Source: an optimization exercise on an open RTL-to-GDS flow (aim: small area, a short achievable clock period and few clock cycles). Production flows keep margins and buffers that such runs may drop.
Where RTL was checked, it was by simulation tests only, not by an equivalence proof against the original.
Only the layout flow was run in run 1; the RTL was not checked for function there.
Power and IR drop assume default switching activity.

## design/flow/design.v

```verilog
module cpu (
  output [15:0] imem_addr,
  input  [15:0] imem_rdata,
  output [15:0] dmem_addr,
  input  [15:0] dmem_rdata,
  output [15:0] dmem_wdata,
  output        dmem_write,
  input         start,
  input         stop,
  input         CLK,
  input         RSTN
  );
  reg  [15:0] pc;         
  reg         run;        
  reg  [15:0] ir;         
  reg         rv;         
  reg  [15:0] ra, rb;     
  reg         e_st;       
  reg         e_wen;      
  reg         e_mlt;      
  reg         e_ld, e_sgt;
  reg  [2:0]  e_dst;
  reg  [127:0] rf;        
  reg  [7:0]  rvld;       
  reg  [7:0]  zf;         
  reg         e_add;      
  wire [1:0] op = ir[15:14];
  wire [2:0] fd = ir[13:11];
  wire [2:0] fs = ir[10:8];
  wire [2:0] ft = ir[7:5];
  wire [4:0] fn = ir[4:0];
  wire [15:0] imm = {{8{ir[7]}}, ir[7:0]};
  wire op0   = (op == 2'b00);
  wire d_st  = op0 & (fd == 3'b000) & (fn == 5'b00000);
  wire d_ld  = op0 & (ft == 3'b000) & (fn == 5'b00001);
  wire d_add = op0 & (fn == 5'b00010);
  wire d_sgt = op0 & (fn == 5'b00100);
  wire d_mlt = op0 & (fn == 5'b00101);
  wire d_li  = (op == 2'b01) & (fs == 3'b000);
  wire d_b   = (op == 2'b10) & (fd == 3'b000) & (fs == 3'b000);
  wire d_bnz = (op == 2'b10) & (fd == 3'b001);
  wire d_bz  = (op == 2'b10) & (fd == 3'b010);
  wire [15:0] sum = ra + rb;
  wire gt = ra > rb;
  wire [15:0] res = ({16{e_ld}} & dmem_rdata) | {16{e_sgt & gt}} | ({16{e_add}} & sum);
  wire z_add = ((ra ^ rb) == {ra[14:0] | rb[14:0], 1'b0});
  wire z_ex  = e_sgt ? ~gt : z_add;
  wire [16:0] bx = {rb, 1'b0};
  wire [15:0] mul_s, mul_c;
  wire s1 = (rb[0] & ra[13]) ^ (rb[1] & ra[12]);
  wire c2 = (rb[0] & ra[13]) & (rb[1] & ra[12]);
  wire s3 = (rb[0] & ra[14]) ^ (rb[1] & ra[13]) ^ (rb[2] & ra[12]);
  wire c4 = ((rb[0] & ra[14]) & (rb[1] & ra[13])) | ((rb[0] & ra[14]) & (rb[2] & ra[12])) | ((rb[1] & ra[13]) & (rb[2] & ra[12]));
  wire s5 = (rb[3] & ra[11]) ^ (rb[4] & ra[10]);
  wire c6 = (rb[3] & ra[11]) & (rb[4] & ra[10]);
  wire s7 = (rb[0] & ra[15]) ^ (rb[1] & ra[14]) ^ (rb[2] & ra[13]);
  wire c8 = ((rb[0] & ra[15]) & (rb[1] & ra[14])) | ((rb[0] & ra[15]) & (rb[2] & ra[13])) | ((rb[1] & ra[14]) & (rb[2] & ra[13]));
  wire s9 = (rb[3] & ra[12]) ^ (rb[4] & ra[11]) ^ (rb[5] & ra[10]);
  wire c10 = ((rb[3] & ra[12]) & (rb[4] & ra[11])) | ((rb[3] & ra[12]) & (rb[5] & ra[10])) | ((rb[4] & ra[11]) & (rb[5] & ra[10]));
  wire s11 = (rb[6] & ra[9]) ^ (rb[7] & ra[8]);
  wire c12 = (rb[6] & ra[9]) & (rb[7] & ra[8]);
  wire s13 = (rb[0] & ra[9]) ^ (rb[1] & ra[8]);
  wire c14 = (rb[0] & ra[9]) & (rb[1] & ra[8]);
  wire s15 = (rb[0] & ra[10]) ^ (rb[1] & ra[9]) ^ (rb[2] & ra[8]);
  wire c16 = ((rb[0] & ra[10]) & (rb[1] & ra[9])) | ((rb[0] & ra[10]) & (rb[2] & ra[8])) | ((rb[1] & ra[9]) & (rb[2] & ra[8]));
  wire s17 = (rb[3] & ra[7]) ^ (rb[4] & ra[6]);
  wire c18 = (rb[3] & ra[7]) & (rb[4] & ra[6]);
  wire s19 = (rb[0] & ra[11]) ^ (rb[1] & ra[10]) ^ (rb[2] & ra[9]);
  wire c20 = ((rb[0] & ra[11]) & (rb[1] & ra[10])) | ((rb[0] & ra[11]) & (rb[2] & ra[9])) | ((rb[1] & ra[10]) & (rb[2] & ra[9]));
  wire s21 = (rb[3] & ra[8]) ^ (rb[4] & ra[7]) ^ (rb[5] & ra[6]);
  wire c22 = ((rb[3] & ra[8]) & (rb[4] & ra[7])) | ((rb[3] & ra[8]) & (rb[5] & ra[6])) | ((rb[4] & ra[7]) & (rb[5] & ra[6]));
  wire s23 = (rb[6] & ra[5]) ^ (rb[7] & ra[4]);
  wire c24 = (rb[6] & ra[5]) & (rb[7] & ra[4]);
  wire s25 = (rb[0] & ra[12]) ^ (rb[1] & ra[11]) ^ (rb[2] & ra[10]);
  wire c26 = ((rb[0] & ra[12]) & (rb[1] & ra[11])) | ((rb[0] & ra[12]) & (rb[2] & ra[10])) | ((rb[1] & ra[11]) & (rb[2] & ra[10]));
  wire s27 = (rb[3] & ra[9]) ^ (rb[4] & ra[8]) ^ (rb[5] & ra[7]);
  wire c28 = ((rb[3] & ra[9]) & (rb[4] & ra[8])) | ((rb[3] & ra[9]) & (rb[5] & ra[7])) | ((rb[4] & ra[8]) & (rb[5] & ra[7]));
  wire s29 = (rb[6] & ra[6]) ^ (rb[7] & ra[5]) ^ (rb[8] & ra[4]);
  wire c30 = ((rb[6] & ra[6]) & (rb[7] & ra[5])) | ((rb[6] & ra[6]) & (rb[8] & ra[4])) | ((rb[7] & ra[5]) & (rb[8] & ra[4]));
  wire s31 = (rb[9] & ra[3]) ^ (rb[10] & ra[2]);
  wire c32 = (rb[9] & ra[3]) & (rb[10] & ra[2]);
  wire s33 = (rb[2] & ra[11]) ^ (rb[3] & ra[10]) ^ (rb[4] & ra[9]);
  wire c34 = ((rb[2] & ra[11]) & (rb[3] & ra[10])) | ((rb[2] & ra[11]) & (rb[4] & ra[9])) | ((rb[3] & ra[10]) & (rb[4] & ra[9]));
  wire s35 = (rb[5] & ra[8]) ^ (rb[6] & ra[7]) ^ (rb[7] & ra[6]);
  wire c36 = ((rb[5] & ra[8]) & (rb[6] & ra[7])) | ((rb[5] & ra[8]) & (rb[7] & ra[6])) | ((rb[6] & ra[7]) & (rb[7] & ra[6]));
  wire s37 = (rb[8] & ra[5]) ^ (rb[9] & ra[4]) ^ (rb[10] & ra[3]);
  wire c38 = ((rb[8] & ra[5]) & (rb[9] & ra[4])) | ((rb[8] & ra[5]) & (rb[10] & ra[3])) | ((rb[9] & ra[4]) & (rb[10] & ra[3]));
  wire s39 = (rb[11] & ra[2]) ^ (rb[12] & ra[1]) ^ (rb[13] & ra[0]);
  wire c40 = ((rb[11] & ra[2]) & (rb[12] & ra[1])) | ((rb[11] & ra[2]) & (rb[13] & ra[0])) | ((rb[12] & ra[1]) & (rb[13] & ra[0]));
  wire s41 = (rb[5] & ra[9]) ^ (rb[6] & ra[8]) ^ (rb[7] & ra[7]);
  wire c42 = ((rb[5] & ra[9]) & (rb[6] & ra[8])) | ((rb[5] & ra[9]) & (rb[7] & ra[7])) | ((rb[6] & ra[8]) & (rb[7] & ra[7]));
  wire s43 = (rb[8] & ra[6]) ^ (rb[9] & ra[5]) ^ (rb[10] & ra[4]);
  wire c44 = ((rb[8] & ra[6]) & (rb[9] & ra[5])) | ((rb[8] & ra[6]) & (rb[10] & ra[4])) | ((rb[9] & ra[5]) & (rb[10] & ra[4]));
  wire s45 = (rb[11] & ra[3]) ^ (rb[12] & ra[2]) ^ (rb[13] & ra[1]);
  wire c46 = ((rb[11] & ra[3]) & (rb[12] & ra[2])) | ((rb[11] & ra[3]) & (rb[13] & ra[1])) | ((rb[12] & ra[2]) & (rb[13] & ra[1]));
  wire s47 = (rb[14] & ra[0]) ^ s3 ^ s5;
  wire c48 = ((rb[14] & ra[0]) & s3) | ((rb[14] & ra[0]) & s5) | (s3 & s5);
  wire s49 = (rb[8] & ra[7]) ^ (rb[9] & ra[6]) ^ (rb[10] & ra[5]);
  wire c50 = ((rb[8] & ra[7]) & (rb[9] & ra[6])) | ((rb[8] & ra[7]) & (rb[10] & ra[5])) | ((rb[9] & ra[6]) & (rb[10] & ra[5]));
  wire s51 = (rb[11] & ra[4]) ^ (rb[12] & ra[3]) ^ (rb[13] & ra[2]);
  wire c52 = ((rb[11] & ra[4]) & (rb[12] & ra[3])) | ((rb[11] & ra[4]) & (rb[13] & ra[2])) | ((rb[12] & ra[3]) & (rb[13] & ra[2]));
  wire s53 = (rb[14] & ra[1]) ^ (rb[15] & ra[0]) ^ s7;
  wire c54 = ((rb[14] & ra[1]) & (rb[15] & ra[0])) | ((rb[14] & ra[1]) & s7) | ((rb[15] & ra[0]) & s7);
  wire s55 = s9 ^ s11 ^ c4;
  wire c56 = (s9 & s11) | (s9 & c4) | (s11 & c4);
  wire s57 = (rb[0] & ra[6]) ^ (rb[1] & ra[5]);
  wire c58 = (rb[0] & ra[6]) & (rb[1] & ra[5]);
  wire s59 = (rb[0] & ra[7]) ^ (rb[1] & ra[6]) ^ (rb[2] & ra[5]);
  wire c60 = ((rb[0] & ra[7]) & (rb[1] & ra[6])) | ((rb[0] & ra[7]) & (rb[2] & ra[5])) | ((rb[1] & ra[6]) & (rb[2] & ra[5]));
  wire s61 = (rb[3] & ra[4]) ^ (rb[4] & ra[3]);
  wire c62 = (rb[3] & ra[4]) & (rb[4] & ra[3]);
  wire s63 = (rb[0] & ra[8]) ^ (rb[1] & ra[7]) ^ (rb[2] & ra[6]);
  wire c64 = ((rb[0] & ra[8]) & (rb[1] & ra[7])) | ((rb[0] & ra[8]) & (rb[2] & ra[6])) | ((rb[1] & ra[7]) & (rb[2] & ra[6]));
  wire s65 = (rb[3] & ra[5]) ^ (rb[4] & ra[4]) ^ (rb[5] & ra[3]);
  wire c66 = ((rb[3] & ra[5]) & (rb[4] & ra[4])) | ((rb[3] & ra[5]) & (rb[5] & ra[3])) | ((rb[4] & ra[4]) & (rb[5] & ra[3]));
  wire s67 = (rb[6] & ra[2]) ^ (rb[7] & ra[1]);
  wire c68 = (rb[6] & ra[2]) & (rb[7] & ra[1]);
  wire s69 = (rb[2] & ra[7]) ^ (rb[3] & ra[6]) ^ (rb[4] & ra[5]);
  wire c70 = ((rb[2] & ra[7]) & (rb[3] & ra[6])) | ((rb[2] & ra[7]) & (rb[4] & ra[5])) | ((rb[3] & ra[6]) & (rb[4] & ra[5]));
  wire s71 = (rb[5] & ra[4]) ^ (rb[6] & ra[3]) ^ (rb[7] & ra[2]);
  wire c72 = ((rb[5] & ra[4]) & (rb[6] & ra[3])) | ((rb[5] & ra[4]) & (rb[7] & ra[2])) | ((rb[6] & ra[3]) & (rb[7] & ra[2]));
  wire s73 = (rb[8] & ra[1]) ^ (rb[9] & ra[0]) ^ s13;
  wire c74 = ((rb[8] & ra[1]) & (rb[9] & ra[0])) | ((rb[8] & ra[1]) & s13) | ((rb[9] & ra[0]) & s13);
  wire s75 = (rb[5] & ra[5]) ^ (rb[6] & ra[4]) ^ (rb[7] & ra[3]);
  wire c76 = ((rb[5] & ra[5]) & (rb[6] & ra[4])) | ((rb[5] & ra[5]) & (rb[7] & ra[3])) | ((rb[6] & ra[4]) & (rb[7] & ra[3]));
  wire s77 = (rb[8] & ra[2]) ^ (rb[9] & ra[1]) ^ (rb[10] & ra[0]);
  wire c78 = ((rb[8] & ra[2]) & (rb[9] & ra[1])) | ((rb[8] & ra[2]) & (rb[10] & ra[0])) | ((rb[9] & ra[1]) & (rb[10] & ra[0]));
  wire s79 = s15 ^ s17 ^ c14;
  wire c80 = (s15 & s17) | (s15 & c14) | (s17 & c14);
  wire s81 = (rb[8] & ra[3]) ^ (rb[9] & ra[2]) ^ (rb[10] & ra[1]);
  wire c82 = ((rb[8] & ra[3]) & (rb[9] & ra[2])) | ((rb[8] & ra[3]) & (rb[10] & ra[1])) | ((rb[9] & ra[2]) & (rb[10] & ra[1]));
  wire s83 = (rb[11] & ra[0]) ^ s19 ^ s21;
  wire c84 = ((rb[11] & ra[0]) & s19) | ((rb[11] & ra[0]) & s21) | (s19 & s21);
  wire s85 = s23 ^ c16 ^ c18;
  wire c86 = (s23 & c16) | (s23 & c18) | (c16 & c18);
  wire s87 = (rb[11] & ra[1]) ^ (rb[12] & ra[0]) ^ s25;
  wire c88 = ((rb[11] & ra[1]) & (rb[12] & ra[0])) | ((rb[11] & ra[1]) & s25) | ((rb[12] & ra[0]) & s25);
  wire s89 = s27 ^ s29 ^ s31;
  wire c90 = (s27 & s29) | (s27 & s31) | (s29 & s31);
  wire s91 = c20 ^ c22 ^ c24;
  wire c92 = (c20 & c22) | (c20 & c24) | (c22 & c24);
  wire s93 = s1 ^ s33 ^ s35;
  wire c94 = (s1 & s33) | (s1 & s35) | (s33 & s35);
  wire s95 = s37 ^ s39 ^ c26;
  wire c96 = (s37 & s39) | (s37 & c26) | (s39 & c26);
  wire s97 = c28 ^ c30 ^ c32;
  wire c98 = (c28 & c30) | (c28 & c32) | (c30 & c32);
  wire s99 = c2 ^ s41 ^ s43;
  wire c100 = (c2 & s41) | (c2 & s43) | (s41 & s43);
  wire s101 = s45 ^ s47 ^ c34;
  wire c102 = (s45 & s47) | (s45 & c34) | (s47 & c34);
  wire s103 = c36 ^ c38 ^ c40;
  wire c104 = (c36 & c38) | (c36 & c40) | (c38 & c40);
  wire s105 = c6 ^ s49 ^ s51;
  wire c106 = (c6 & s49) | (c6 & s51) | (s49 & s51);
  wire s107 = s53 ^ s55 ^ c42;
  wire c108 = (s53 & s55) | (s53 & c42) | (s55 & c42);
  wire s109 = c44 ^ c46 ^ c48;
  wire c110 = (c44 & c46) | (c44 & c48) | (c46 & c48);
  wire s111 = (rb[0] & ra[4]) ^ (rb[1] & ra[3]);
  wire c112 = (rb[0] & ra[4]) & (rb[1] & ra[3]);
  wire s113 = (rb[0] & ra[5]) ^ (rb[1] & ra[4]) ^ (rb[2] & ra[3]);
  wire c114 = ((rb[0] & ra[5]) & (rb[1] & ra[4])) | ((rb[0] & ra[5]) & (rb[2] & ra[3])) | ((rb[1] & ra[4]) & (rb[2] & ra[3]));
  wire s115 = (rb[3] & ra[2]) ^ (rb[4] & ra[1]);
  wire c116 = (rb[3] & ra[2]) & (rb[4] & ra[1]);
  wire s117 = (rb[2] & ra[4]) ^ (rb[3] & ra[3]) ^ (rb[4] & ra[2]);
  wire c118 = ((rb[2] & ra[4]) & (rb[3] & ra[3])) | ((rb[2] & ra[4]) & (rb[4] & ra[2])) | ((rb[3] & ra[3]) & (rb[4] & ra[2]));
  wire s119 = (rb[5] & ra[1]) ^ (rb[6] & ra[0]) ^ s57;
  wire c120 = ((rb[5] & ra[1]) & (rb[6] & ra[0])) | ((rb[5] & ra[1]) & s57) | ((rb[6] & ra[0]) & s57);
  wire s121 = (rb[5] & ra[2]) ^ (rb[6] & ra[1]) ^ (rb[7] & ra[0]);
  wire c122 = ((rb[5] & ra[2]) & (rb[6] & ra[1])) | ((rb[5] & ra[2]) & (rb[7] & ra[0])) | ((rb[6] & ra[1]) & (rb[7] & ra[0]));
  wire s123 = s59 ^ s61 ^ c58;
  wire c124 = (s59 & s61) | (s59 & c58) | (s61 & c58);
  wire s125 = (rb[8] & ra[0]) ^ s63 ^ s65;
  wire c126 = ((rb[8] & ra[0]) & s63) | ((rb[8] & ra[0]) & s65) | (s63 & s65);
  wire s127 = s67 ^ c60 ^ c62;
  wire c128 = (s67 & c60) | (s67 & c62) | (c60 & c62);
  wire s129 = s69 ^ s71 ^ s73;
  wire c130 = (s69 & s71) | (s69 & s73) | (s71 & s73);
  wire s131 = c64 ^ c66 ^ c68;
  wire c132 = (c64 & c66) | (c64 & c68) | (c66 & c68);
  wire s133 = s75 ^ s77 ^ s79;
  wire c134 = (s75 & s77) | (s75 & s79) | (s77 & s79);
  wire s135 = c70 ^ c72 ^ c74;
  wire c136 = (c70 & c72) | (c70 & c74) | (c72 & c74);
  wire s137 = s81 ^ s83 ^ s85;
  wire c138 = (s81 & s83) | (s81 & s85) | (s83 & s85);
  wire s139 = c76 ^ c78 ^ c80;
  wire c140 = (c76 & c78) | (c76 & c80) | (c78 & c80);
  wire s141 = s87 ^ s89 ^ s91;
  wire c142 = (s87 & s89) | (s87 & s91) | (s89 & s91);
  wire s143 = c82 ^ c84 ^ c86;
  wire c144 = (c82 & c84) | (c82 & c86) | (c84 & c86);
  wire s145 = s93 ^ s95 ^ s97;
  wire c146 = (s93 & s95) | (s93 & s97) | (s95 & s97);
  wire s147 = c88 ^ c90 ^ c92;
  wire c148 = (c88 & c90) | (c88 & c92) | (c90 & c92);
  wire s149 = s99 ^ s101 ^ s103;
  wire c150 = (s99 & s101) | (s99 & s103) | (s101 & s103);
  wire s151 = c94 ^ c96 ^ c98;
  wire c152 = (c94 & c96) | (c94 & c98) | (c96 & c98);
  wire s153 = s105 ^ s107 ^ s109;
  wire c154 = (s105 & s107) | (s105 & s109) | (s107 & s109);
  wire s155 = c100 ^ c102 ^ c104;
  wire c156 = (c100 & c102) | (c100 & c104) | (c102 & c104);
  wire s157 = (rb[0] & ra[3]) ^ (rb[1] & ra[2]);
  wire c158 = (rb[0] & ra[3]) & (rb[1] & ra[2]);
  wire s159 = (rb[2] & ra[2]) ^ (rb[3] & ra[1]) ^ (rb[4] & ra[0]);
  wire c160 = ((rb[2] & ra[2]) & (rb[3] & ra[1])) | ((rb[2] & ra[2]) & (rb[4] & ra[0])) | ((rb[3] & ra[1]) & (rb[4] & ra[0]));
  wire s161 = (rb[5] & ra[0]) ^ s113 ^ s115;
  wire c162 = ((rb[5] & ra[0]) & s113) | ((rb[5] & ra[0]) & s115) | (s113 & s115);
  wire s163 = s117 ^ s119 ^ c114;
  wire c164 = (s117 & s119) | (s117 & c114) | (s119 & c114);
  wire s165 = s121 ^ s123 ^ c118;
  wire c166 = (s121 & s123) | (s121 & c118) | (s123 & c118);
  wire s167 = s125 ^ s127 ^ c122;
  wire c168 = (s125 & s127) | (s125 & c122) | (s127 & c122);
  wire s169 = s129 ^ s131 ^ c126;
  wire c170 = (s129 & s131) | (s129 & c126) | (s131 & c126);
  wire s171 = s133 ^ s135 ^ c130;
  wire c172 = (s133 & s135) | (s133 & c130) | (s135 & c130);
  wire s173 = s137 ^ s139 ^ c134;
  wire c174 = (s137 & s139) | (s137 & c134) | (s139 & c134);
  wire s175 = s141 ^ s143 ^ c138;
  wire c176 = (s141 & s143) | (s141 & c138) | (s143 & c138);
  wire s177 = s145 ^ s147 ^ c142;
  wire c178 = (s145 & s147) | (s145 & c142) | (s147 & c142);
  wire s179 = s149 ^ s151 ^ c146;
  wire c180 = (s149 & s151) | (s149 & c146) | (s151 & c146);
  wire s181 = s153 ^ s155 ^ c150;
  wire c182 = (s153 & s155) | (s153 & c150) | (s155 & c150);
  wire s183 = (rb[0] & ra[2]) ^ (rb[1] & ra[1]);
  wire c184 = (rb[0] & ra[2]) & (rb[1] & ra[1]);
  wire s185 = (rb[2] & ra[1]) ^ (rb[3] & ra[0]) ^ s157;
  wire c186 = ((rb[2] & ra[1]) & (rb[3] & ra[0])) | ((rb[2] & ra[1]) & s157) | ((rb[3] & ra[0]) & s157);
  wire s187 = s111 ^ s159 ^ c158;
  wire c188 = (s111 & s159) | (s111 & c158) | (s159 & c158);
  wire s189 = c112 ^ s161 ^ c160;
  wire c190 = (c112 & s161) | (c112 & c160) | (s161 & c160);
  wire s191 = c116 ^ s163 ^ c162;
  wire c192 = (c116 & s163) | (c116 & c162) | (s163 & c162);
  wire s193 = c120 ^ s165 ^ c164;
  wire c194 = (c120 & s165) | (c120 & c164) | (s165 & c164);
  wire s195 = c124 ^ s167 ^ c166;
  wire c196 = (c124 & s167) | (c124 & c166) | (s167 & c166);
  wire s197 = c128 ^ s169 ^ c168;
  wire c198 = (c128 & s169) | (c128 & c168) | (s169 & c168);
  wire s199 = c132 ^ s171 ^ c170;
  wire c200 = (c132 & s171) | (c132 & c170) | (s171 & c170);
  wire s201 = c136 ^ s173 ^ c172;
  wire c202 = (c136 & s173) | (c136 & c172) | (s173 & c172);
  wire s203 = c140 ^ s175 ^ c174;
  wire c204 = (c140 & s175) | (c140 & c174) | (s175 & c174);
  wire s205 = c144 ^ s177 ^ c176;
  wire c206 = (c144 & s177) | (c144 & c176) | (s177 & c176);
  wire s207 = c148 ^ s179 ^ c178;
  wire c208 = (c148 & s179) | (c148 & c178) | (s179 & c178);
  wire s209 = c152 ^ s181 ^ c180;
  wire c210 = (c152 & s181) | (c152 & c180) | (s181 & c180);
  assign mul_s = {s209, s207, s205, s203, s201, s199, s197, s195, s193, s191, s189, s187, s185, (rb[2] & ra[0]), (rb[0] & ra[1]), (rb[0] & ra[0])};
  assign mul_c = {c208, c206, c204, c202, c200, c198, c196, c194, c192, c190, c188, c186, c184, s183, (rb[1] & ra[0]), 1'b0};
  wire [15:0] rf_s = rf[{fs, 4'b0000} +: 16];
  wire [15:0] rf_t = rf[{ft, 4'b0000} +: 16];
  wire fwd_s = e_wen & (e_dst == fs);
  wire fwd_t = e_wen & (e_dst == ft);
  wire sa_f = ~e_mlt & ~d_li & fwd_s;
  wire sa_r = ~e_mlt & ~d_li & ~fwd_s & rvld[fs];
  wire sb_i = ~e_mlt & d_li;
  wire sb_f = ~e_mlt & ~d_li & fwd_t;
  wire sb_r = ~e_mlt & ~d_li & ~fwd_t & rvld[ft];
  wire [15:0] ra_d = ({16{e_mlt}} & mul_s) | ({16{sa_f}} & res) | ({16{sa_r}} & rf_s);
  wire [15:0] rb_d = ({16{e_mlt}} & mul_c) | ({16{sb_f}} & res) | ({16{sb_r}} & rf_t) |
                     ({16{sb_i}} & imm);
  wire zs = fwd_s ? z_ex : zf[fs];
  wire hazard = (d_bnz | d_bz) & e_wen & e_ld & (e_dst == fs);
  wire taken  = d_b | (d_bnz & ~zs) | (d_bz & zs);
  wire issue  = rv & run & ~e_mlt & ~hazard;
  wire fetch  = ~rv | issue;
  wire [8:0]  lo_t   = {1'b0, pc[7:0]} + {1'b0, ir[7:0]};
  wire [8:0]  lo_i   = {1'b0, pc[7:0]} + 9'd1;
  wire [7:0]  hi_inc = pc[15:8] + 8'd1;
  wire [7:0]  hi_dec = pc[15:8] - 8'd1;
  wire [15:0] pc_inc = {lo_i[8] ? hi_inc : pc[15:8], lo_i[7:0]};
  wire [15:0] target = {(lo_t[8] & ~ir[7]) ? hi_inc :
                        (~lo_t[8] & ir[7]) ? hi_dec : pc[15:8], lo_t[7:0]};
  always @(posedge CLK or negedge RSTN) begin
    if (!RSTN) begin
      pc    <= 16'h0000;
      run   <= 1'b0;
      rv    <= 1'b0;
      e_st  <= 1'b0;
      e_wen <= 1'b0;
      e_mlt <= 1'b0;
      rvld  <= 8'h00;
      zf    <= 8'hff;
    end else begin
      if (start)
        run <= 1'b1;
      else if (stop)
        run <= 1'b0;
      if (issue & taken) begin
        pc <= target;
        rv <= 1'b0;
      end else if (fetch) begin
        pc <= pc_inc;
        rv <= 1'b1;
      end
      e_st  <= issue & d_st;
      e_wen <= (issue & (d_ld | d_add | d_sgt | d_li)) | e_mlt;
      e_mlt <= issue & d_mlt;
      if (e_wen) begin
        rvld[e_dst] <= 1'b1;
        zf[e_dst]   <= e_ld ? (dmem_rdata == 16'h0000) : z_ex;
      end
    end
  end
  always @(posedge CLK) begin
    if (fetch)
      ir <= imem_rdata;
    ra <= ra_d;
    rb <= rb_d;
    if (e_mlt) begin
      e_ld  <= 1'b0;
      e_sgt <= 1'b0;
      e_add <= 1'b1;
    end else begin
      e_ld  <= d_ld;
      e_sgt <= d_sgt;
      e_add <= ~d_ld & ~d_sgt;
      e_dst <= fd;
    end
  end
  genvar i;
  generate
    for (i = 0; i < 8; i = i + 1) begin : g_rf
      always @(posedge CLK) begin
        if (e_wen && e_dst == i)
          rf[16*i +: 16] <= res;
      end
    end
  endgenerate
  assign imem_addr  = pc;
  assign dmem_addr  = ra;
  assign dmem_wdata = rb;
  assign dmem_write = e_st;
endmodule
```

## design/flow/run.sh

```bash
#!/bin/bash
# synth_recipe.tcl (not shown) runs the flow's synth.tcl, then flattens the netlist and writes it again
# the make line also repeats each setting of config.mk as NAME=value (left out here)
make -C /OpenROAD-flow-scripts/flow DESIGN_CONFIG=/design/flow/config.mk WORK_HOME=/design/flow/orfs CLKGATE_MAP_FILE= SYNTH_SCRIPT=/design/flow/synth_recipe.tcl finish
```

## design/flow/config.mk

```make
export PLATFORM = sky130hd
export DESIGN_NAME = cpu
export DESIGN_NICKNAME = cpu
export VERILOG_FILES = /design/flow/design.v
export SDC_FILE = /design/flow/constraint.sdc
export NUM_CORES = 4
export LEC_CHECK = 0
export CAP_MARGIN = 20
export CORE_MARGIN = 2
export CORE_UTILIZATION = 40
export PLACE_DENSITY = 0.6
export SETUP_SLACK_MARGIN = 5
export SLEW_MARGIN = 20
```

## design/flow/constraint.sdc

```tcl
create_clock -name core_clock -period 8.0 [get_ports {CLK}]
set_input_delay 1.6000 -clock core_clock [delete_from_list [all_inputs] [get_ports {CLK}]]
set_output_delay 1.6000 -clock core_clock [all_outputs]
set_load 0.01 [all_outputs]
```

==> results of run 1 <==
synthesized netlist by cell type, drive strengths merged, types with 2 or more instances:
cell type / n / share of area [%]
or2: 3 / 0.13
inv: 141 / 3.6
buf: 22 / 0.66
a221oi: 15 / 0.90
nor2b: 6 / 0.26
dfstp: 8 / 1.4
ha: 77 / 6.6
dfrtp: 29 / 4.9
and2: 8 / 0.34
nor3: 12 / 0.41
nor4b: 5 / 0.34
xor2: 17 / 1.0
o211ai: 2 / 0.10
clkbuf: 38 / 0.97
nor3b: 2 / 0.10
clkinv: 2 / 0.051
o22ai: 8 / 0.34
nand2: 119 / 3.0
o221ai: 23 / 1.4
edfxtp: 147 / 30
nor4: 9 / 0.47
dfxtp: 35 / 4.8
mux2: 7 / 0.54
a21oi: 44 / 1.5
a21boi: 2 / 0.13
o31ai: 2 / 0.10
nand3: 19 / 0.65
fa: 80 / 11
a21o: 8 / 0.41
nand2b: 10 / 0.43
or4: 3 / 0.15
xnor2: 57 / 3.4
o21bai: 8 / 0.41
nand4: 10 / 0.43
a31oi: 2 / 0.19
o21a: 2 / 0.10
a22oi: 4 / 0.20
nor2: 82 / 2.1
and4: 4 / 0.24
and3: 6 / 0.26
mux2i: 36 / 2.7
mux4: 70 / 11
o21ai: 38 / 1.3
state kept, by name, indices dropped and copies added (netlist names):
signal  cells
e_sgt       1
rv          1
zf          8
e_wen       1
rvld        8
e_mlt       1
e_ld        1
e_add       1
e_dst       3
rb         16
e_st        1
ra         16
pc         16
ir         16
run         1
rf        128
layer usage:
metal  vias up  track usage [%]  routed length [µm]
li1       4802                -                   -
met1      5720             32.1               18800
met2       569             40.5               22800
met3       157             4.25                3700
met4         0             10.9                2600
met5         -                0                   0
metrics by stage:
stage | cell area, µm² | worst slack, ns
after detailed placement | 16100 | 3.79
after global routing | 19000 | 3.90
final | 19000 | 4.03
after CTS | 18300 | 4.05
after global placement | 16100 | 3.83
after floorplan | 15000 | 4.15
worst max path at each step:
stage                   to  slack [ns]  depth (start not counted)
finish              ra[15]        4.03                         15
floorplan           ra[15]        4.15                         16
detailed placement  pc[13]        3.79                         11
CTS                 ra[15]        4.05                         15
global route        ra[15]        3.90                         15
global placement    ra[15]        3.83                         15
layout make-up:
| class | count | area [µm²] |
|---|---|---|
| Timing Repair Buffer | 229 | 2030 |
| Clock inverter | 12 | 121 |
| Inverter | 143 | 639 |
| Clock buffer | 27 | 591 |
| Tap cell | 468 | 586 |
| Sequential cell | 219 | 6170 |
| Fill cell | 3061 | 17300 |
| Multi-Input combinational cell | 819 | 8860 |
placed cells by master (no fill, tap or decap), types with 17 or more instances in the layout:
cell and count:
edfxtp_1 147, nor2_1 65, clkbuf_16 24, clkdlybuf4s50_1 30, buf_6 29, nand2_1 112
inv_1 95, o221ai_1 19, xnor2_1 53, dlygate4sd2_1 34, a21oi_1 33, dfxtp_4 27
mux4_2 70, inv_2 25, xor2_1 17, mux2i_1 33, fa_1 64, dfrtp_1 19
ha_1 56, buf_4 109
worst register-to-register path: cells and delay by family, from the launching register on:
kind | cells | cell delay (ns)
fa+ha+maj | 5 | 2.32
xor+xnor | 5 | 0.80
flops | 1 | 0.38
compound gates | 2 | 0.20
buf+inv | 2 | 0.11
simple gates | 1 | 0.03
report_power, final:
part	switching [mW]	internal (mW)
sequential	0.137	1.39
clock	0.429	0.591
combinational	0.959	0.752
kinds of logic after synthesis:
group,after synthesis
AND/OR/NAND/NOR,303
flip-flops,219
buffers and inverters,203
AO/OA/AOI/OAI,170
adder cells (fa/ha/maj),157
multiplexers,113
XOR/XNOR,74
repair_timing:
item | 4_1_cts | 5_1_grt
endpoints found under the setup margin | 250 | 205
cloned | 1 | 3
pin swaps | 37 | 53
buffers inserted | 103 | 32
gates resized for setup | 268 | 129
==> summary.txt, run 1 <==
Worst setup path
  – Largest stage delay, worst path: 0.53 ns
  – Worst R2R End: ra[15]
  – Critical path class: flop to flop
  – Worst-path cell chain: inv_8 > nor2_4 > fa_1 > inv_1 > fa_1 > fa_1 > fa_1 > fa_2 > xnor2_2 > xnor2_1 > xnor2_1 > xnor2_1 > xnor2_1 > a21oi_1 > o21ai_1
  – Crit path DAT: 4.34 ns
  – Worst Setup SP: rb[2]
  – Cell family with most CP delay: adder cells
  – Critical Path RT: 8.38 ns
  – Critical Path End Type: flop
  – Startpoint types: flop
  – Worst r2r path cells: 15
  – Slowest CP cell: fa_1
  – Worst path bufs/invs: 2
  – Reg2reg setup slack: 4.03 ns
  – Crit path max fanout: 2
  – Worst r2r src: rb[2]

Timing
  – Setup-failing EPs final: 0
  – Relative slew slack: 30.1%
  – Final hold vios: 0
  – Hold_ws: 0.476 ns
  – Worst-margin pin slew: 1.05 ns
  – RSZ-0062 raised after global routing: yes
  – Clock Skew: 0.0110 ns
  – Fmax: 252 MHz
  – Total negative setup slack: 0 ns
  – Crit path time final: 3.97 ns
  – Final Slew Violations: 0
  – Tcrit/Tclk final: 49.6%

Global route
  – Total gr overflow: 0
  – Largest net degree at the start of global routing: 39
  – Vias in the first global route: 11200
  – Initial antenna violation count: 0
  – Overall Global Routing Usage: 24.6%
  – Global-route wire length before repair: 70.4 mm

Synthesis
  – Post-synthesis adder-cell area fraction: 17.5%
  – Syn Inst Count: 1239
  – Mapped Avg Cell Area: 11.8 µm²
  – Largest family of logic cells by synthesized area: adder cells
  – Ys flop type: edfxtp_1
  – Post-Synthesis Cell Area: 14700 µm²
  – Compound-gate portion of the synthesized area: 8.00%
  – Yosys cell types: 70
  – Post-synth net total: 1432
  – Post-synthesis simple-gate area fraction: 9.63%
  – Mux contribution to synthesized area: 13.9%
  – Post-Synth XOR/XNOR Area: 4.42%
  – Post-synth EDFFs: 147
  – Post-synth ARST share: 16.9%
  – Yosys warns: 1
  – Post-synthesis sequential area ratio: 41.2%
  – Seq cells post-synth: 219

Drt
  – Drt wl/cell: 25.0 µm
  – Initial DRC count: 1048
  – Vias: 11200
  – Vias/cell: 5.87
  – Remaining DRCs: 0
  – Drt total wl: 47.9 mm
  – Pre-antenna DRT Iters: 5
  – Post-route ant nets: 0

CTS
  – Reg clk slew, reported paths: 0.06 ns
  – H-tree level count: 1
  – CTS tree: yes
  – Cts bufs inserted: 23
  – Clk latency of the worst-skew pair: 0.51 ns
  – Number of hold buffers added after CTS: 0
  – Clock Tree Root: clkbuf_16
  – CTS max path bufs: 3
  – Clk sinks: 219

Power
  – PwrDens: 224 nW/µm²
  – Leakage power figure: 7.17 nW
  – Total power: 4.26 mW
  – Peak supply drop: 0.000134 V

Die
  – Die Span Y: 196 µm
  – Die Span X: 196 µm
  – I/O pins: 85
  – Cell row count: 70
  – Core box area: 36300 µm²
  – Starting Density: 40.4%
  – Area of the die: 38200 µm²

Layout
  – # diodes: 0
  – Post-Route Utilization: 52.3%
  – Layout cells sized above 1: 35.5%
  – Net count, final: 1628
  – Final std cells w/o fill: 1917
  – Area delta synth->final: 29.5%

Hold path
  – Hold Path Class: flop to flop
  – Worst min-delay path startpoint: zf[5]
  – WHS Endpoint: zf[5]
  – Hold Path Depth: 2

Status
  – Status: no timing/DRC/antenna violations

Placed design
  – Cell total after placement: 1739
  – GPL Wtd Cong: 0.989
  – PortBufs: 84
  – HPWL after DPL: 31.4 mm

Job
  – MaxCap Viol Count: 0
==> run 2, diff against run 1 <==
--- a/design/flow/design.v
+++ b/design/flow/design.v
@@ -21,7 +21,6 @@
   reg         e_ld, e_sgt;
   reg  [2:0]  e_dst;
   reg  [127:0] rf;        
-  reg  [7:0]  rvld;       
   reg  [7:0]  zf;         
   reg         e_add;      
   wire [1:0] op = ir[15:14];
@@ -41,11 +40,22 @@
   wire d_bnz = (op == 2'b10) & (fd == 3'b001);
   wire d_bz  = (op == 2'b10) & (fd == 3'b010);
   wire [15:0] sum = ra + rb;
-  wire gt = ra > rb;
+  reg [15:0] cg, cl;
+  integer q, r;
+  always @* begin
+    cg = ra & ~rb;
+    cl = ~ra & rb;
+    for (q = 1; q < 16; q = q * 2)
+      for (r = 15; r >= 0; r = r - 1)
+        if ((r % (2 * q)) == (2 * q - 1)) begin
+          cg[r] = cg[r] | (~cl[r] & cg[r - q]);
+          cl[r] = cl[r] | (~cg[r] & cl[r - q]);
+        end
+  end
+  wire gt = cg[15];
   wire [15:0] res = ({16{e_ld}} & dmem_rdata) | {16{e_sgt & gt}} | ({16{e_add}} & sum);
   wire z_add = ((ra ^ rb) == {ra[14:0] | rb[14:0], 1'b0});
   wire z_ex  = e_sgt ? ~gt : z_add;
-  wire [16:0] bx = {rb, 1'b0};
   wire [15:0] mul_s, mul_c;
   wire s1 = (rb[0] & ra[13]) ^ (rb[1] & ra[12]);
   wire c2 = (rb[0] & ra[13]) & (rb[1] & ra[12]);
@@ -263,19 +273,21 @@
   wire [15:0] rf_t = rf[{ft, 4'b0000} +: 16];
   wire fwd_s = e_wen & (e_dst == fs);
   wire fwd_t = e_wen & (e_dst == ft);
-  wire sa_f = ~e_mlt & ~d_li & fwd_s;
-  wire sa_r = ~e_mlt & ~d_li & ~fwd_s & rvld[fs];
-  wire sb_i = ~e_mlt & d_li;
-  wire sb_f = ~e_mlt & ~d_li & fwd_t;
-  wire sb_r = ~e_mlt & ~d_li & ~fwd_t & rvld[ft];
-  wire [15:0] ra_d = ({16{e_mlt}} & mul_s) | ({16{sa_f}} & res) | ({16{sa_r}} & rf_s);
-  wire [15:0] rb_d = ({16{e_mlt}} & mul_c) | ({16{sb_f}} & res) | ({16{sb_r}} & rf_t) |
-                     ({16{sb_i}} & imm);
-  wire zs = fwd_s ? z_ex : zf[fs];
+  wire busy = e_mlt;
+  wire sa_f = ~busy & ~d_li & fwd_s;
+  wire sa_r = ~busy & ~d_li & ~fwd_s & ~zf[fs];
+  wire sb_i = ~busy & d_li;
+  wire sb_f = ~busy & ~d_li & fwd_t;
+  wire sb_r = ~busy & ~d_li & ~fwd_t & ~zf[ft];
+  wire [15:0] ra_d = ({16{e_mlt}} & mul_s) |
+                     ({16{sa_f}} & res) | ({16{sa_r}} & rf_s);
+  wire [15:0] rb_d = ({16{e_mlt}} & mul_c) |
+                     ({16{sb_f}} & res) | ({16{sb_r}} & rf_t) | ({16{sb_i}} & imm);
   wire hazard = (d_bnz | d_bz) & e_wen & e_ld & (e_dst == fs);
-  wire taken  = d_b | (d_bnz & ~zs) | (d_bz & zs);
-  wire issue  = rv & run & ~e_mlt & ~hazard;
+  wire issue  = rv & run & ~busy & ~hazard;
   wire fetch  = ~rv | issue;
+  wire tk1 = issue & (d_b | d_bz);
+  wire tk0 = issue & (d_b | d_bnz);
   wire [8:0]  lo_t   = {1'b0, pc[7:0]} + {1'b0, ir[7:0]};
   wire [8:0]  lo_i   = {1'b0, pc[7:0]} + 9'd1;
   wire [7:0]  hi_inc = pc[15:8] + 8'd1;
@@ -283,6 +295,15 @@
   wire [15:0] pc_inc = {lo_i[8] ? hi_inc : pc[15:8], lo_i[7:0]};
   wire [15:0] target = {(lo_t[8] & ~ir[7]) ? hi_inc :
                         (~lo_t[8] & ir[7]) ? hi_dec : pc[15:8], lo_t[7:0]};
+  wire [15:0] pc_n  = fetch ? pc_inc : pc;
+  wire [15:0] pc_z1 = tk1 ? target : pc_n;
+  wire [15:0] pc_z0 = tk0 ? target : pc_n;
+  wire        rv_z1 = ~tk1 & (rv | fetch);
+  wire        rv_z0 = ~tk0 & (rv | fetch);
+  wire [15:0] pc_r  = zf[fs] ? pc_z1 : pc_z0;
+  wire        rv_r  = zf[fs] ? rv_z1 : rv_z0;
+  wire [15:0] pc_d  = ~fwd_s ? pc_r : z_ex ? pc_z1 : pc_z0;
+  wire        rv_d  = ~fwd_s ? rv_r : z_ex ? rv_z1 : rv_z0;
   always @(posedge CLK or negedge RSTN) begin
     if (!RSTN) begin
       pc    <= 16'h0000;
@@ -291,25 +312,18 @@
       e_st  <= 1'b0;
       e_wen <= 1'b0;
       e_mlt <= 1'b0;
-      rvld  <= 8'h00;
       zf    <= 8'hff;
     end else begin
       if (start)
         run <= 1'b1;
       else if (stop)
         run <= 1'b0;
-      if (issue & taken) begin
-        pc <= target;
-        rv <= 1'b0;
-      end else if (fetch) begin
-        pc <= pc_inc;
-        rv <= 1'b1;
-      end
+      pc <= pc_d;
+      rv <= rv_d;
       e_st  <= issue & d_st;
       e_wen <= (issue & (d_ld | d_add | d_sgt | d_li)) | e_mlt;
       e_mlt <= issue & d_mlt;
       if (e_wen) begin
-        rvld[e_dst] <= 1'b1;
         zf[e_dst]   <= e_ld ? (dmem_rdata == 16'h0000) : z_ex;
       end
     end
@@ -319,7 +333,7 @@
       ir <= imem_rdata;
     ra <= ra_d;
     rb <= rb_d;
-    if (e_mlt) begin
+    if (busy) begin
       e_ld  <= 1'b0;
       e_sgt <= 1'b0;
       e_add <= 1'b1;
==> design/flow/flow/run.sh (new file) <==
#!/bin/bash
# The standard layout (standard.sh) with two changes:
#  - the port buffers are plain buf_1 cells rather than the delay buffers
#    buffer_ports picks itself;
#  - synthesis leaves adders to ABC instead of first extracting full and
#    half adder cells (ADDER_MAP_FILE empty), which maps the multiplier trees
#    and adders both smaller and faster. Registers are untouched by this.
set -euo pipefail
export BUFFER_PORTS_ARGS="-buffer_cell sky130_fd_sc_hd__buf_1"
bash standard.sh ADDER_MAP_FILE= finish > standard.log 2>&1
==> design/flow/standard.sh (new file) <==
#!/bin/bash
# synth_recipe.tcl (not shown) runs the flow's synth.tcl, then flattens the netlist and writes it again
# the make line also repeats each setting of config.mk as NAME=value (left out here)
make -C /OpenROAD-flow-scripts/flow DESIGN_CONFIG=/design/flow/config.mk WORK_HOME=/design/flow/orfs CLKGATE_MAP_FILE= SYNTH_SCRIPT=/design/flow/synth_recipe.tcl "${@:-finish}"
--- a/design/flow/config.mk
+++ b/design/flow/config.mk
@@ -8,6 +8,8 @@
 export CAP_MARGIN = 20
 export CORE_MARGIN = 2
 export CORE_UTILIZATION = 40
+export CTS_BUF_LIST = sky130_fd_sc_hd__clkbuf_4 sky130_fd_sc_hd__clkbuf_8
 export PLACE_DENSITY = 0.6
 export SETUP_SLACK_MARGIN = 5
 export SLEW_MARGIN = 20
+export TNS_END_PERCENT = 0
removed: design/flow/run.sh
==> run 2 against run 1 <==
Effect of this change: sequential cell count fell by 8; clock power shrank 5%; worst hold slack better by 0.094 ns; synthesized area about the same; clock skew up 0.021 ns; global-route usage down 0.51 points; critical path type is now flop to primary output; largest power group unchanged.
==> summary.txt, run 2 <==
Status
  – Status: no timing/DRC/antenna violations

Die
  – I/O pins: 85 (unchanged)
  – Die Span Y: 196 µm (about the same)
  – Core box area: 36300 µm² (unchanged)
  – Area of the die: 38200 µm² (about the same)
  – Starting Density: 40.4% (about the same)
  – Die Span X: 196 µm (about the same)
  – Cell row count: 70 (unchanged)

Synthesis
  – Synth top area cells: edfxtp_1, mux4_2, xnor2_1
  – Syn Inst Count: 1353 (+9.2%)
  – Post-synth net total: 1389 (-3.0%)
  – Yosys cell types: 81 (+16%)
  – Post-Synthesis Cell Area: 14700 µm² (about the same)
  – Mapped Avg Cell Area: 10.8 µm² (-8.4%)
  – Post-synth ARST share: 13.7% (-3.2 points)
  – Yosys top cell by area: edfxtp_1
  – Share of the synthesized area in the top cell type: 30.1% (about the same)
  – Seq cells post-synth: 211 (-3.7%)
  – Yosys warns: 1 (unchanged)
  – Post-synthesis sequential area ratio: 39.9% (-1.4 points)
  – Ys flop type: edfxtp_1
  – Post-synth EDFFs: 147 (unchanged)
  – Most numerous cell in the Yosys netlist: nand2_1
  – Commonest cells post-synth: nand2_1, xnor2_1, edfxtp_1

Global route
  – GRT met2 Usage: 38.0% (-2.5 points)
  – GRT met3 Usage: 4.92% (+0.67 points)
  – Initial antenna violation count: 2 (+2)
  – Largest net degree at the start of global routing: 42 (+7.7%)
  – GR peak layer: met2
  – Vias in the first global route: 11600 (+2.9%)
  – Total gr overflow: 0 (unchanged)
  – Global-route wire length before repair: 69.5 mm (-1.2%)
  – Overall Global Routing Usage: 24.1% (-0.51 points)
  – Met1 Use GR: 32.2% (+0.072 points)

Drt
  – Drt wl/cell: 23.6 µm (-5.6%)
  – Drt total wl: 46.3 mm (-3.3%)
  – Initial DRC count: 1076 (+2.7%)
  – Vias: 11800 (+4.5%)
  – Remaining DRCs: 0 (unchanged)
  – Pre-antenna DRT Iters: 5 (unchanged)
  – Post-route ant nets: 0 (unchanged)
  – Vias/cell: 5.99 (+2.1%)

Timing
  – Final hold vios: 0 (unchanged)
  – Post-route setup slack: 4.88 ns (+0.851 ns)
  – Worst-margin pin slew: 1.10 ns (+0.0472 ns)
  – RSZ-0062 raised after global routing: yes
  – Final Slew Violations: 0 (unchanged)
  – Clock Skew: 0.0323 ns (+0.0212 ns)
  – Total negative setup slack: 0 ns (unchanged)
  – Tcrit/Tclk final: 38.9% (-11 points)
  – Fmax: 321 MHz (+27%)
  – Setup-failing EPs final: 0 (unchanged)
  – Relative slew slack: 26.0% (-4.1 points)
  – Crit path time final: 3.12 ns (-0.851 ns)

Layout
  – Fill cells: 3260 (+6.5%)
  – Most common cell after layout, fill and taps aside: nand2_1
  – Layout cells sized above 1: 22.4% (-13 points)
  – Max reg flops: 128 (unchanged)
  – Most frequent cells in the layout: nand2_1, xnor2_1, edfxtp_1, buf_1, maj3_1
  – Net count, final: 1500 (-7.9%)
  – Area delta synth->final: 18.4%
  – Register with the most flip-flops: rf

CTS
  – Cts bufs inserted: 37 (+61%)
  – Reg clk slew, reported paths: 0.06 ns (about the same)
  – Number of hold buffers added after CTS: 0 (unchanged)
  – Clock Tree Root: clkbuf_8
  – H-tree level count: 2 (+1)
  – Clk latency of the worst-skew pair: 0.55 ns (+0.04 ns)
  – CTS max path bufs: 3 (unchanged)
  – Clk sinks: 211 (-3.7%)
  – CTS tree: yes

Worst setup path
  – Worst-path cell chain: buf_12 > buf_4 > buf_1
  – Critical path class: flop to primary output
  – Startpoint types: flop
  – Critical Path End Type: primary output
  – Cell family with most CP delay: buffers and inverters
  – Largest stage delay, worst path: 0.39 ns (-0.14 ns)
  – Crit path max fanout: 10 (+8)
  – Critical Path RT: 6.40 ns (-1.98 ns)
  – Worst path bufs/invs: 3 (+1)
  – Crit path DAT: 1.52 ns (-2.82 ns)
  – Slowest CP cell: dfxtp_2

Job
  – MaxCap Viol Count: 0 (unchanged)

Placed design
  – GPL Wtd Cong: 0.903 (-8.7%)
  – Pre-CTS WS: 3.84 ns (+0.0514 ns)
  – HPWL after DPL: 28.9 mm (-7.9%)
  – PortBufs: 84 (unchanged)

Power
  – Leakage power figure: 6.27 nW (-13%)
  – PwrDens: 306 nW/µm² (+36%)
  – Peak supply drop: 0.000242 V (+81%)

Hold path
  – Hold Path Class: flop to flop
## run 2: cell type report
| type | instances | area [µm²] | area share (%) |
|---|---|---|---|
| timing repair buffer | 168 | 1350 | 7.76 |
| inverter | 39 | 150 | 0.864 |
| multi-input combinational | 1007 | 8640 | 49.8 |
| antenna | 2 | 5.00 | 0.0288 |
| sequential | 211 | 5910 | 34.0 |
| clock inverter | 18 | 105 | 0.605 |
| clock buffer | 50 | 626 | 3.60 |
| tap | 468 | 586 | 3.37 |
## run 2: repair_timing
item	in CTS	in global routing
gates cloned	7	0
endpoints found under the setup margin	201	181
pin swaps	22	6
gates resized for setup	128	21
setup buffers	38	6
## run 2: final timing paths
| path | depth (start not counted) | slack [ns] | endpoint | from |
|---|---|---|---|---|
| max reg2reg | 13 | 4.89 | pc[3] | rb[0] |
| min | 1 | 0.57 | run | run |
| max | 3 | 4.88 | dmem_wdata[2] | rb[2] |
| min reg2reg | 1 | 0.57 | run | run |
| min in group asynchronous | 2 | 1.07 | pc[0] | RSTN |
| max in group asynchronous | 2 | 6.60 | zf[7] | RSTN |
## run 2: cells by family after synthesis
| logic type | count (synthesis) | share of synthesized area, % |
|---|---|---|
| XOR/XNOR | 233 | 15.6 |
| multiplexers | 121 | 14.2 |
| adder cells (fa/ha/maj) | 76 | 5.20 |
| AO/OA/AOI/OAI | 206 | 9.77 |
| buffers and inverters | 135 | 3.70 |
| flip-flops | 211 | 39.9 |
| AND/OR/NAND/NOR | 371 | 11.7 |
## run 2: power breakdown
| part | total [mW] | internal (mW) | switching, mW |
|---|---|---|---|
| Sequential | 1.49 | 1.34 | 0.147 |
| Clock | 0.973 | 0.518 | 0.455 |
| Combinational | 2.85 | 1.31 | 1.54 |
## run 2: worst register-to-register path, stage by stage, from the launching register on
cell and delay (ns):
dfxtp_4 0.35, buf_12 0.15, nand2b_4 0.14, maj3_2 0.29
o211ai_1 0.08, a41oi_1 0.13, maj3_2 0.30, a221o_1 0.42
a21o_4 0.27, a211oi_4 0.24, buf_12 0.15, buf_8 0.11
mux2i_1 0.22, xor2_1 0.19
## run 2: stage by stage
step	instance area, µm²	util [%]	power, mW	instances	hold WS, ns
CTS	17200	47.3	5.25	1955	0.536
detailed placement	15500	42.5	4.03	1842	0.518
global route	17400	47.8	5.60	1963	0.572
global placement	15500	42.5	4.00	1842	0.526
finish	17400	47.8	5.31	1963	0.570
floorplan	14700	-	3.36	1353	0.449
## run 2: metal layers
layer	wire length (µm)	vias to the layer above
met5	0	-
met4	1970	0
met3	4260	121
met2	21000	605
met1	19000	5818
li1	-	5212
Testbench counts of run 2, summed over its fixed seeds: cycles 32,251.
==> run 3, diff against run 2 <==
--- a/design/flow/design.v
+++ b/design/flow/design.v
@@ -55,7 +55,8 @@
   wire gt = cg[15];
   wire [15:0] res = ({16{e_ld}} & dmem_rdata) | {16{e_sgt & gt}} | ({16{e_add}} & sum);
   wire z_add = ((ra ^ rb) == {ra[14:0] | rb[14:0], 1'b0});
-  wire z_ex  = e_sgt ? ~gt : z_add;
+  wire z_ld  = (dmem_rdata == 16'h0000);
+  wire z_ex  = e_ld ? z_ld : e_sgt ? ~gt : z_add;
   wire [15:0] mul_s, mul_c;
   wire s1 = (rb[0] & ra[13]) ^ (rb[1] & ra[12]);
   wire c2 = (rb[0] & ra[13]) & (rb[1] & ra[12]);
@@ -283,8 +284,7 @@
                      ({16{sa_f}} & res) | ({16{sa_r}} & rf_s);
   wire [15:0] rb_d = ({16{e_mlt}} & mul_c) |
                      ({16{sb_f}} & res) | ({16{sb_r}} & rf_t) | ({16{sb_i}} & imm);
-  wire hazard = (d_bnz | d_bz) & e_wen & e_ld & (e_dst == fs);
-  wire issue  = rv & run & ~busy & ~hazard;
+  wire issue  = rv & run & ~busy;
   wire fetch  = ~rv | issue;
   wire tk1 = issue & (d_b | d_bz);
   wire tk0 = issue & (d_b | d_bnz);
@@ -324,7 +324,7 @@
       e_wen <= (issue & (d_ld | d_add | d_sgt | d_li)) | e_mlt;
       e_mlt <= issue & d_mlt;
       if (e_wen) begin
-        zf[e_dst]   <= e_ld ? (dmem_rdata == 16'h0000) : z_ex;
+        zf[e_dst] <= z_ex;
       end
     end
   end
--- a/design/flow/config.mk
+++ b/design/flow/config.mk
@@ -9,6 +9,7 @@
 export CORE_MARGIN = 2
 export CORE_UTILIZATION = 40
 export CTS_BUF_LIST = sky130_fd_sc_hd__clkbuf_4 sky130_fd_sc_hd__clkbuf_8
+export GPL_ROUTABILITY_DRIVEN = 0
 export PLACE_DENSITY = 0.6
 export SETUP_SLACK_MARGIN = 5
 export SLEW_MARGIN = 20
==> run 3 against run 2 <==
Effect of this change: largest power group is now registers; power fell by 25%; via count fell by 5.6%; wire length shrank 6.3%; utilization fell by 1.5 points; clock-buffer cell count down 6; register-to-register slack lost 0.14 ns; cell area down 4.7%; combinational power shrank 47%; highest routed layer unchanged; critical path depth grew 8; worst hold slack worse by 0.062 ns.
==> summary.txt, run 3 <==
Die
  – I/O pins: 85 (unchanged)
  – Area of the die: 38000 µm² (-0.75%)
  – Starting Density: 40.8% (+0.37 points)
  – Die Span X: 195 µm (-0.37%)
  – Cell row count: 69 (-1.4%)
  – Core box area: 35700 µm² (-1.7%)
  – Die Span Y: 195 µm (-0.37%)

Worst setup path
  – Worst r2r src: ra[3]
  – Slowest CP cell: nor4b_4
  – Crit path max fanout: 5 (-5)
  – Critical path class: primary input to flop
  – Startpoint types: primary input
  – Critical Path End Type: flop
  – Crit path DAT: 3.69 ns (+2.17 ns)
  – Worst-path cell chain: buf_8 > nor4b_4 > nand3_1 > o32ai_2 > a31oi_4 > a31oi_4 > buf_12 > mux2i_4 > nor4b_1 > a41oi_2 > xnor2_1
  – Largest stage delay, worst path: 0.38 ns (about the same)
  – Worst Setup SP: dmem_rdata[7]
  – Most used cell, CP: a31oi_4
  – Critical Path RT: 8.42 ns (+2.02 ns)

Drt
  – Drt total wl: 43.4 mm (-6.3%)
  – Vias/cell: 5.80 (-3.2%)
  – Remaining DRCs: 0 (unchanged)
  – Pre-antenna DRT Iters: 5 (unchanged)
  – Post-route ant nets: 0 (unchanged)
  – Vias: 11100 (-5.6%)
  – Drt wl/cell: 22.7 µm (-3.9%)
  – Initial DRC count: 921 (-14%)

Synthesis
  – Post-synth ARST share: 13.7% (unchanged)
  – Ys flop type: edfxtp_1
  – Post-synthesis sequential area ratio: 40.2% (+0.30 points)
  – Post-synth EDFFs: 147 (unchanged)
  – Seq cells post-synth: 211 (unchanged)
  – Post-Synth XOR/XNOR Area: 15.5% (-0.079 points)
  – Commonest cells post-synth: nand2_1, xnor2_1, edfxtp_1
  – Yosys warns: 1 (unchanged)
  – Yosys top cell by area: edfxtp_1
  – Post-synthesis simple-gate area fraction: 12.4% (+0.72 points)
  – Syn Inst Count: 1347 (-0.44%)
  – Yosys cell types: 90 (+11%)
  – Share of the synthesized area in the top cell type: 30.3% (+0.23 points)
  – Post-synth net total: 1383 (-0.43%)
  – Post-synthesis adder-cell area fraction: 4.98% (-0.22 points)
  – Mux contribution to synthesized area: 13.4% (-0.81 points)
  – Most numerous cell in the Yosys netlist: nand2_1
  – Mapped Avg Cell Area: 10.8 µm² (-0.32%)
  – Largest family of logic cells by synthesized area: XOR/XNOR gates
  – Synth top area cells: edfxtp_1, mux4_2, xnor2_1
  – Post-Synthesis Cell Area: 14600 µm² (-0.76%)
  – Compound-gate portion of the synthesized area: 9.81% (+0.040 points)

Layout
  – Max reg flops: 128 (unchanged)
  – Most frequent cells in the layout: nand2_1, xnor2_1, edfxtp_1, buf_1, mux4_2
  – Net count, final: 1465 (-2.3%)
  – Most common cell after layout, fill and taps aside: nand2_1
  – Area delta synth->final: 13.7%
  – Design Area, Final: 16600 µm² (-4.7%)
  – Register with the most flip-flops: rf
  – # diodes: 0 (-2)
  – Layout cells sized above 1: 20.7% (-1.7 points)

Placed design
  – HPWL after DPL: 29.3 mm (+1.5%)
  – PortBufs: 84 (unchanged)
  – Post-DP Area: 15300 µm² (-0.76%)

Timing
  – Setup-failing EPs final: 0 (unchanged)
  – Total negative setup slack: 0 ns (unchanged)
  – Tcrit/Tclk final: 40.9% (+1.9 points)
  – Crit path time final: 3.27 ns (+0.152 ns)
  – Final hold vios: 0 (unchanged)
  – Relative slew slack: 24.2% (-1.8 points)
  – Hold_ws: 0.507 ns (-0.0624 ns)
  – Clock Skew: 0.0190 ns (-0.0133 ns)
  – Worst-margin pin slew: 1.13 ns (+0.0329 ns)
  – Fmax: 306 MHz (-4.7%)
  – Final Slew Violations: 0 (unchanged)
  – RSZ-0062 raised after global routing: yes

Job
  – MaxCap Viol Count: 0 (unchanged)

CTS
  – H-tree level count: 2 (unchanged)
  – CTS tree: yes
  – Cts bufs inserted: 34 (-8.1%)
  – CTS max path bufs: 3 (unchanged)
  – Number of hold buffers added after CTS: 0 (unchanged)
  – Clock Tree Root: clkbuf_8
  – Clk sinks: 211 (unchanged)
  – Clk latency of the worst-skew pair: 0.54 ns (about the same)
  – Reg clk slew, reported paths: 0.07 ns (about the same)

Status
  – Status: no timing/DRC/antenna violations

Global route
  – Largest net degree at the start of global routing: 41 (-2.4%)
  – Overall Global Routing Usage: 22.8% (-1.3 points)
  – Global-route wire length before repair: 66.7 mm (-4.1%)
  – Vias in the first global route: 11000 (-4.7%)
  – Total gr overflow: 0 (unchanged)
  – Initial antenna violation count: 0 (-2)

Hold path
  – Hold Path Class: flop to flop
  – Worst min-delay path startpoint: zf[5]

Power
  – Peak supply drop: 0.0000892 V (-63%)
  – PwrDens: 239 nW/µm² (-22%)
  – Leakage power figure: 5.51 nW (-12%)
run 3: changes by cell type after synthesis, sizes merged, moves of 9 or more:
cell    change
o21ai      +12
clkbuf     -11
nor2b       +9
a21oi       +9
nand4      -11
a31oi      +11
nand2      +11
run 3: kinds of logic (layout without fill, tap and decap cells):
kind of cell / Yosys count / in the layout
DFF: 211 / 211
buffers and inverters: 125 / 230
muxes: 108 / 109
and+or+nand+nor: 382 / 382
xor gates and xnor gates: 236 / 236
AOI/OAI and AO/OA: 214 / 214
adders and majority gates: 71 / 71
run 3: power by group:
| group | internal [mW] | switching [mW] |
|---|---|---|
| Combinational | 0.628 | 0.872 |
| Sequential | 1.34 | 0.202 |
| Clock | 0.493 | 0.431 |
run 3: area by class of cell:
type | instances | area (µm²)
inverters | 33 | 128
clock buffers | 44 | 562
flip-flops and latches | 211 | 5910
repair buffers | 137 | 822
well taps | 461 | 577
fillers | 3307 | 19200
clock inverters | 16 | 98.8
multi-input cells | 1012 | 8460
run 3: routing by layer:
layer  wire [µm]  vias to the layer above  GRT usage [%]  part of all wire (%)
met1       18300                     5537           30.0                    42
met5           0                        -              0                     0
met2       21200                      401           38.7                    49
met3        2320                       85           2.71                   5.3
met4        1500                        0           8.68                   3.4
li1            -                     5074              -                     -
run 3: timing repair:
item | CTS | global route
buffers inserted | 14 | 10
cloned | 1 | 0
setup endpoints to repair | 201 | 181
gates resized for setup | 60 | 42
pin swaps | 11 | 15
run 3: worst paths after layout:
check,end,slack [ns],cells after the start
max in group asynchronous,pc[6],6.35,1
hold / removal,zf[5],0.51,2
setup / recovery,pc[11],4.73,11
min in group asynchronous,pc[2],1.14,1
hold reg to reg,zf[5],0.51,2
setup reg to reg,rf[45],4.75,13
run 3: worst max-delay path: cells and delay by family:
kind / cells / cell delay (ns)
AO/OA/AOI/OAI: 4 / 0.51
XOR/XNOR: 1 / 0.15
buffers and inverters: 2 / 0.25
multiplexers: 1 / 0.30
AND/OR/NAND/NOR: 3 / 0.88
run 3: metrics by stage:
stage | std cells | worst slack [ns] | total power [mW] | util [%]
finish | 1914 | 4.73 | 3.96 | 46.3
global route | 1914 | 4.62 | 4.16 | 46.3
CTS | 1904 | 4.74 | 3.93 | 45.7
detailed placement | 1829 | 3.34 | 2.93 | 42.9
global placement | 1829 | 3.40 | 2.92 | 42.9
floorplan | 1347 | 4.60 | 2.52 | -
Testbench counts of run 3, summed over its fixed seeds: cycles 31,856.
==> run 4, diff against run 3 <==
--- a/design/flow/config.mk
+++ b/design/flow/config.mk
@@ -9,7 +9,6 @@
 export CORE_MARGIN = 2
 export CORE_UTILIZATION = 40
 export CTS_BUF_LIST = sky130_fd_sc_hd__clkbuf_4 sky130_fd_sc_hd__clkbuf_8
-export GPL_ROUTABILITY_DRIVEN = 0
 export PLACE_DENSITY = 0.6
 export SETUP_SLACK_MARGIN = 5
 export SLEW_MARGIN = 20
==> run 4 against run 3 <==
Effect of this change: still clean on timing, DRC and antenna; clock power about the same; worst setup slack stayed put; cell area did not move; via count stayed put; worst hold slack did not move; die area unchanged; critical path depth did not move; cell count unchanged; maximum frequency stayed put; synthesized cell count unchanged; sequential power about the same; clock skew stayed put; highest routed layer unchanged.
==> summary.txt, run 4 <==
Power
  – Leakage power figure: 5.51 nW (unchanged)
  – PwrDens: 239 nW/µm² (unchanged)
  – Peak supply drop: 0.0000892 V (unchanged)

Worst setup path
  – Startpoint types: primary input
  – Crit path max fanout: 5 (unchanged)
  – Critical path class: primary input to flop
  – Slowest CP cell: nor4b_4
  – Critical Path RT: 8.42 ns (about the same)
  – Most used cell, CP: a31oi_4
  – Worst-path cell chain: buf_8 > nor4b_4 > nand3_1 > o32ai_2 > a31oi_4 > a31oi_4 > buf_12 > mux2i_4 > nor4b_1 > a41oi_2 > xnor2_1
  – Critical Path End Type: flop
  – Largest stage delay, worst path: 0.38 ns (about the same)
  – Crit path DAT: 3.69 ns (about the same)

Die
  – Cell row count: 69 (unchanged)
  – Starting Density: 40.8% (unchanged)
  – Die Span Y: 195 µm (unchanged)
  – Area of the die: 38000 µm² (unchanged)
  – I/O pins: 85 (unchanged)
  – Die Span X: 195 µm (unchanged)
  – Core box area: 35700 µm² (unchanged)

Timing
  – Crit path time final: 3.27 ns (unchanged)
  – Fmax: 306 MHz (unchanged)
  – Setup-failing EPs final: 0 (unchanged)
  – Final Slew Violations: 0 (unchanged)
  – Tcrit/Tclk final: 40.9% (unchanged)
  – RSZ-0062 raised after global routing: yes
  – Worst-margin pin slew: 1.13 ns (unchanged)
  – Final hold vios: 0 (unchanged)
  – Clock Skew: 0.0190 ns (unchanged)
  – Total negative setup slack: 0 ns (unchanged)
  – Relative slew slack: 24.2% (unchanged)

Synthesis
  – Syn Inst Count: 1347 (unchanged)
  – Synth top area cells: edfxtp_1, mux4_2, xnor2_1
  – Yosys warns: 1 (unchanged)
  – Most numerous cell in the Yosys netlist: nand2_1
  – Post-synthesis sequential area ratio: 40.2% (unchanged)
  – Seq cells post-synth: 211 (unchanged)
  – Post-synth EDFFs: 147 (unchanged)
  – Yosys top cell by area: edfxtp_1
  – Yosys cell types: 90 (unchanged)
  – Post-Synthesis Cell Area: 14600 µm² (unchanged)
  – Post-synth net total: 1383 (unchanged)
  – Ys flop type: edfxtp_1
  – Share of the synthesized area in the top cell type: 30.3% (unchanged)
  – Commonest cells post-synth: nand2_1, xnor2_1, edfxtp_1
  – Post-synth ARST share: 13.7% (unchanged)
  – Mapped Avg Cell Area: 10.8 µm² (unchanged)

Layout
  – Net count, final: 1465 (unchanged)
  – Most common cell after layout, fill and taps aside: nand2_1
  – Layout cells sized above 1: 20.7% (unchanged)
  – Sequential Area: 5910 µm² (unchanged)
  – Register with the most flip-flops: rf
  – Most frequent cells in the layout: nand2_1, xnor2_1, edfxtp_1, buf_1, mux4_2
  – Fill cells: 3307 (unchanged)
  – Area delta synth->final: 13.7% (unchanged)
  – Design Area, Final: 16600 µm² (unchanged)
  – Max reg flops: 128 (unchanged)
  – # diodes: 0 (unchanged)
  – Footprint of the multi-input gates: 8460 µm² (unchanged)
  – Final std cells w/o fill: 1914 (unchanged)

Placed design
  – Post-DP Area: 15300 µm² (unchanged)
  – GPL Wtd Cong: 0.867
  – Cell total after placement: 1829 (unchanged)
  – HPWL after DPL: 29.3 mm (unchanged)
  – PortBufs: 84 (unchanged)

Global route
  – Total gr overflow: 0 (unchanged)
  – Largest net degree at the start of global routing: 41 (unchanged)
  – Vias in the first global route: 11000 (unchanged)
  – Overall Global Routing Usage: 22.8% (unchanged)
  – Global-route wire length before repair: 66.7 mm (unchanged)
  – Initial antenna violation count: 0 (unchanged)

CTS
  – CTS max path bufs: 3 (unchanged)
  – Cts bufs inserted: 34 (unchanged)
  – H-tree level count: 2 (unchanged)
  – Clk sinks: 211 (unchanged)
  – Clk latency of the worst-skew pair: 0.54 ns (about the same)
  – Reg clk slew, reported paths: 0.07 ns (about the same)
  – CTS tree: yes
  – Clock Tree Root: clkbuf_8

Hold path
  – Hold Path Class: flop to flop

Drt
  – Vias/cell: 5.80 (unchanged)
  – Pre-antenna DRT Iters: 5 (unchanged)
  – Post-route ant nets: 0 (unchanged)
  – Remaining DRCs: 0 (unchanged)
  – Vias: 11100 (unchanged)
  – Drt total wl: 43.4 mm (unchanged)
  – Initial DRC count: 921 (unchanged)
  – Drt wl/cell: 22.7 µm (unchanged)

Job
  – MaxCap Viol Count: 0 (unchanged)

Status
  – Status: no timing/DRC/antenna violations
[run 4: cell counts after synthesis]
Identical to the previous run, type by type.
[run 4: metal layers]
layer | vias to the layer above | share of wire [%] | global-route usage, %
li1 | 5074 | - | -
met1 | 5537 | 42 | 30.0
met2 | 401 | 49 | 38.7
met3 | 85 | 5.3 | 2.71
met4 | 0 | 3.4 | 8.68
met5 | - | 0 | 0
[run 4: logic make-up after synthesis]
family | Yosys count | synth area share (%)
AND/OR/NAND/NOR | 382 | 12.4
XOR/XNOR | 236 | 15.5
AO/OA/AOI/OAI | 214 | 9.81
flip-flops | 211 | 40.2
buffers and inverters | 125 | 3.75
multiplexers | 108 | 13.4
adder cells (fa/ha/maj) | 71 | 4.98
[run 4: report_power, final]
group	leakage, nW	internal, mW	switching (mW)	total, mW
clock	0.351	0.493	0.431	0.924
combinational	3.17	0.628	0.872	1.50
sequential	1.99	1.34	0.202	1.54
total	5.51	2.46	1.50	3.96
[run 4: per-stage QoR]
step                total power, mW  hold slack, ns  setup slack, ns  util, %
floorplan                      2.52           0.468             4.60        -
detailed placement             2.93           0.496             3.34     42.9
global route                   4.16           0.539             4.62     46.3
CTS                            3.93           0.505             4.74     45.7
finish                         3.96           0.507             4.73     46.3
global placement               2.92           0.491             3.40     42.9
[run 4: repair_timing]
| action | in CTS | in global routing |
|---|---|---|
| setup endpoints to repair | 201 | 181 |
| hold buffers | 0 | 0 |
| cloned | 1 | 0 |
| pin swaps | 11 | 15 |
| gates resized for setup | 60 | 42 |
| setup buffers | 14 | 10 |
[run 4: layout make-up]
class,instances,share of cell area (%)
multi-input combinational,1012,51.1
clock buffer,44,3.39
sequential,211,35.7
tap,461,3.48
timing repair buffer,137,4.96
clock inverter,16,0.597
inverter,33,0.771
[run 4: final timing paths]
path | from | end | slack [ns] | depth (start not counted)
max in group asynchronous | RSTN | pc[6] | 6.35 | 1
hold reg to reg | zf[5] | zf[5] | 0.51 | 2
hold / removal | zf[5] | zf[5] | 0.51 | 2
min in group asynchronous | RSTN | pc[2] | 1.14 | 1
setup / recovery | dmem_rdata[7] | pc[11] | 4.73 | 11
setup reg to reg | ra[3] | rf[45] | 4.75 | 13
[run 4: critical path, delay by kind of cell]
family | cells | cell delay, ns
simple gates | 3 | 0.88
mux | 1 | 0.30
compound gates | 4 | 0.51
buf+inv | 2 | 0.25
xor+xnor | 1 | 0.15

Re-timed with assumed drivers on the ports (clkbuf_16 on the clock, buf_2 on other inputs), run 4 has 4.741 ns of setup slack against 4.732 ns with ideal ports, and 4.166 ns once port delays also move by the mid clock arrival of 0.575 ns.
